This design comes from an exercise in tuning for small area on the open sky130 flow, not from production work.
The RTL was checked by simulation tests, not by an equivalence proof against the original design.

==> flow/design.v <==
module deserializador (
    input logic clock,
    input logic tick_100KHz,
    input logic tick_10KHz,
    input logic reset,
    input logic data_in,
    input logic write_in,
    input logic accept,
    output logic status_out,
    output logic enq_req,
    output logic enq_window,
    output logic [7:0] data_out
);
    typedef enum logic [1:0]
    {
        AGUARDA = 2'b00,
        RECEBE  = 2'b01,
        PRONTO  = 2'b10,                     
        ESPERA  = 2'b11
    } mode_t;
    mode_t mode;
    logic [2:0] bits_count;
    assign status_out = (mode == ESPERA) || (mode == PRONTO && bits_count[2]);
    assign enq_req    = (mode == ESPERA) && (bits_count == 3'd3);
    assign enq_window = (mode == ESPERA) && (bits_count == 3'd4);
    always_ff @(posedge clock or posedge reset) begin
        if (reset) begin
            mode       <= AGUARDA;
            bits_count <= 3'b0;
        end
        else begin
            case (mode)
                AGUARDA: if (tick_100KHz && write_in) mode <= RECEBE;
                RECEBE: if (tick_100KHz) begin
                    if (write_in) begin
                        bits_count <= bits_count + 1'b1;
                        if (bits_count == 3'd7) mode <= PRONTO;
                    end
                    else mode <= AGUARDA;
                end
                PRONTO: if (tick_100KHz && !bits_count[2]) mode <= ESPERA;
                ESPERA: begin
                    if (bits_count[2] && (bits_count[1] || bits_count[0])) begin
                        if (tick_100KHz) begin
                            bits_count <= bits_count + 1'b1;
                            if (bits_count == 3'd7) mode <= AGUARDA;
                        end
                    end
                    else if (tick_10KHz) begin
                        bits_count <= bits_count + 1'b1;
                        if (bits_count == 3'd3 && !accept) mode <= PRONTO;
                    end
                end
            endcase
        end
    end
    always_ff @(posedge clock) begin
        if (tick_100KHz && mode == RECEBE && write_in)
            data_out <= {data_in, data_out[7:1]};
    end
endmodule
module fila (
    input logic clock,
    input logic clock_en,
    input logic reset,
    input logic enq_req,                     
    input logic enq_window,                  
    input logic dequeue_in,
    input logic [7:0] data_in,
    output logic accept,
    output logic [7:0] len_out,
    output logic [7:0] data_out
);
    logic       deq_state;                   
    logic [3:0] len;
    logic [7:0] ring [0:7];
    logic [2:0] head_pos;
    logic [7:0] oldest;
    logic       write_now;
    logic       deq_now;
    assign len_out   = {4'b0, len};
    assign accept    = !deq_state && !len[3];
    assign write_now = enq_window && (head_pos + len[2:0] == 3'd0);
    assign deq_now   = clock_en && deq_state;
    always_ff @(posedge clock) begin
        ring[0] <= write_now ? data_in : ring[7];
        for (int i = 1; i < 8; i++) ring[i] <= ring[i-1];
        if (head_pos == 3'd0) oldest <= ring[7];
    end
    always_ff @(posedge clock or posedge reset) begin
        if (reset) head_pos <= 3'd0;
        else if (!deq_now) head_pos <= head_pos - 3'd1;
    end
    always_ff @(posedge clock or posedge reset) begin
        if (reset) begin
            deq_state <= 1'b0;
            len       <= 4'd0;
            data_out  <= 8'b0;
        end
        else if (clock_en) begin
            if (deq_state) begin
                data_out  <= oldest;
                len       <= len - 4'd1;
                deq_state <= 1'b0;
            end
            else if (enq_window) begin
                len <= len + 4'd1;
            end
            else if (!(enq_req && !len[3]) && dequeue_in && len != 4'd0) begin
                deq_state <= 1'b1;
            end
        end
    end
endmodule
module top_module
(
    input logic clock_1MHz,
    input logic reset,
    input logic data_in,
    input logic write_in,
    input logic dequeue_in,
    output logic status_out,
    output logic [7:0] len_out,
    output logic [7:0] data_out
);
    logic [3:0] c1;
    logic [3:0] c2;
    logic tick_100KHz;
    logic tick_10KHz;
    logic c1_wrap;
    assign c1_wrap     = (c1 == 4'd9);
    assign tick_100KHz = (c1 == 4'd4);
    assign tick_10KHz  = c1_wrap && (c2 == 4'd4);
    always_ff @(posedge clock_1MHz or posedge reset) begin
        if (reset) begin
            c1 <= 4'd0;
            c2 <= 4'd0;
        end
        else begin
            c1 <= c1_wrap ? 4'd0 : c1 + 4'd1;
            if (c1_wrap) c2 <= (c2 == 4'd9) ? 4'd0 : c2 + 4'd1;
        end
    end
    logic [7:0] byte_data;
    logic       enq_req;
    logic       enq_window;
    logic       accept;
    deserializador deserializer
    (
        .clock(clock_1MHz),
        .tick_100KHz(tick_100KHz),
        .tick_10KHz(tick_10KHz),
        .reset(reset),
        .data_in(data_in),
        .write_in(write_in),
        .accept(accept),
        .status_out(status_out),
        .enq_req(enq_req),
        .enq_window(enq_window),
        .data_out(byte_data)
    );
    fila queue
    (
        .clock(clock_1MHz),
        .clock_en(tick_10KHz),
        .reset(reset),
        .enq_req(enq_req),
        .enq_window(enq_window),
        .dequeue_in(dequeue_in),
        .data_in(byte_data),
        .accept(accept),
        .len_out(len_out),
        .data_out(data_out)
    );
endmodule
Settings: LEC_CHECK=0, CAP_MARGIN=20, CORE_MARGIN=2, CORE_UTILIZATION=40, SLEW_MARGIN=20; clock period 5.0 ns.
run.sh (not shown) runs the stock make flow with config.mk's settings and CLKGATE_MAP_FILE= SYNTH_SCRIPT=/design/flow/synth_recipe.tcl, a recipe that flattens the netlist after the stock synthesis.
The first run passed the timing, DRC and antenna checks.
Edit:
- CORE_UTILIZATION: 40 -> 70
- PLACE_DENSITY: unset -> 0.8
Outcome:
- synthesized cell count does not change
- final area fell by 1.6%
- core utilization rose by 36 points
- sequential share of layout area rose by 1.0 points
- maximum frequency stays flat
- global-route usage rose by 11 points
- routed wire length rose by 9.5%
- count of clock-buffer cells in the layout is unchanged

-- static timing again, ports no longer ideal --
Ports are ideal in the flow. The routed layouts listed here were re-timed in OpenROAD.
Step 1 sets driving cells, clkbuf_16 on the clock port and buf_2 on the other inputs (assumed; they add their load-dependent delay and slew).
Step 2, shift: input delay + t, output delay - t, t = (earliest + latest rising clock arrival at the registers) / 2. This alone moves slack from input paths to output paths.
Slacks: ideal ports / drivers / drivers and shift; pairs: ideal ports / drivers.
run | shift t [ns] | setup slack, ns | worst hold slack (ns) | worst setup path after step 2 | cell pins on the clock port's net
the first run | 0.383 | 2.363 / 2.333 / 2.489 | 0.333 / 0.333 / 0.333 | input to register | 1
the second run | 0.378 | 2.360 / 2.332 / 2.447 | 0.334 / 0.334 / 0.334 | input to register | 1
After both steps every run listed still meets setup and hold.
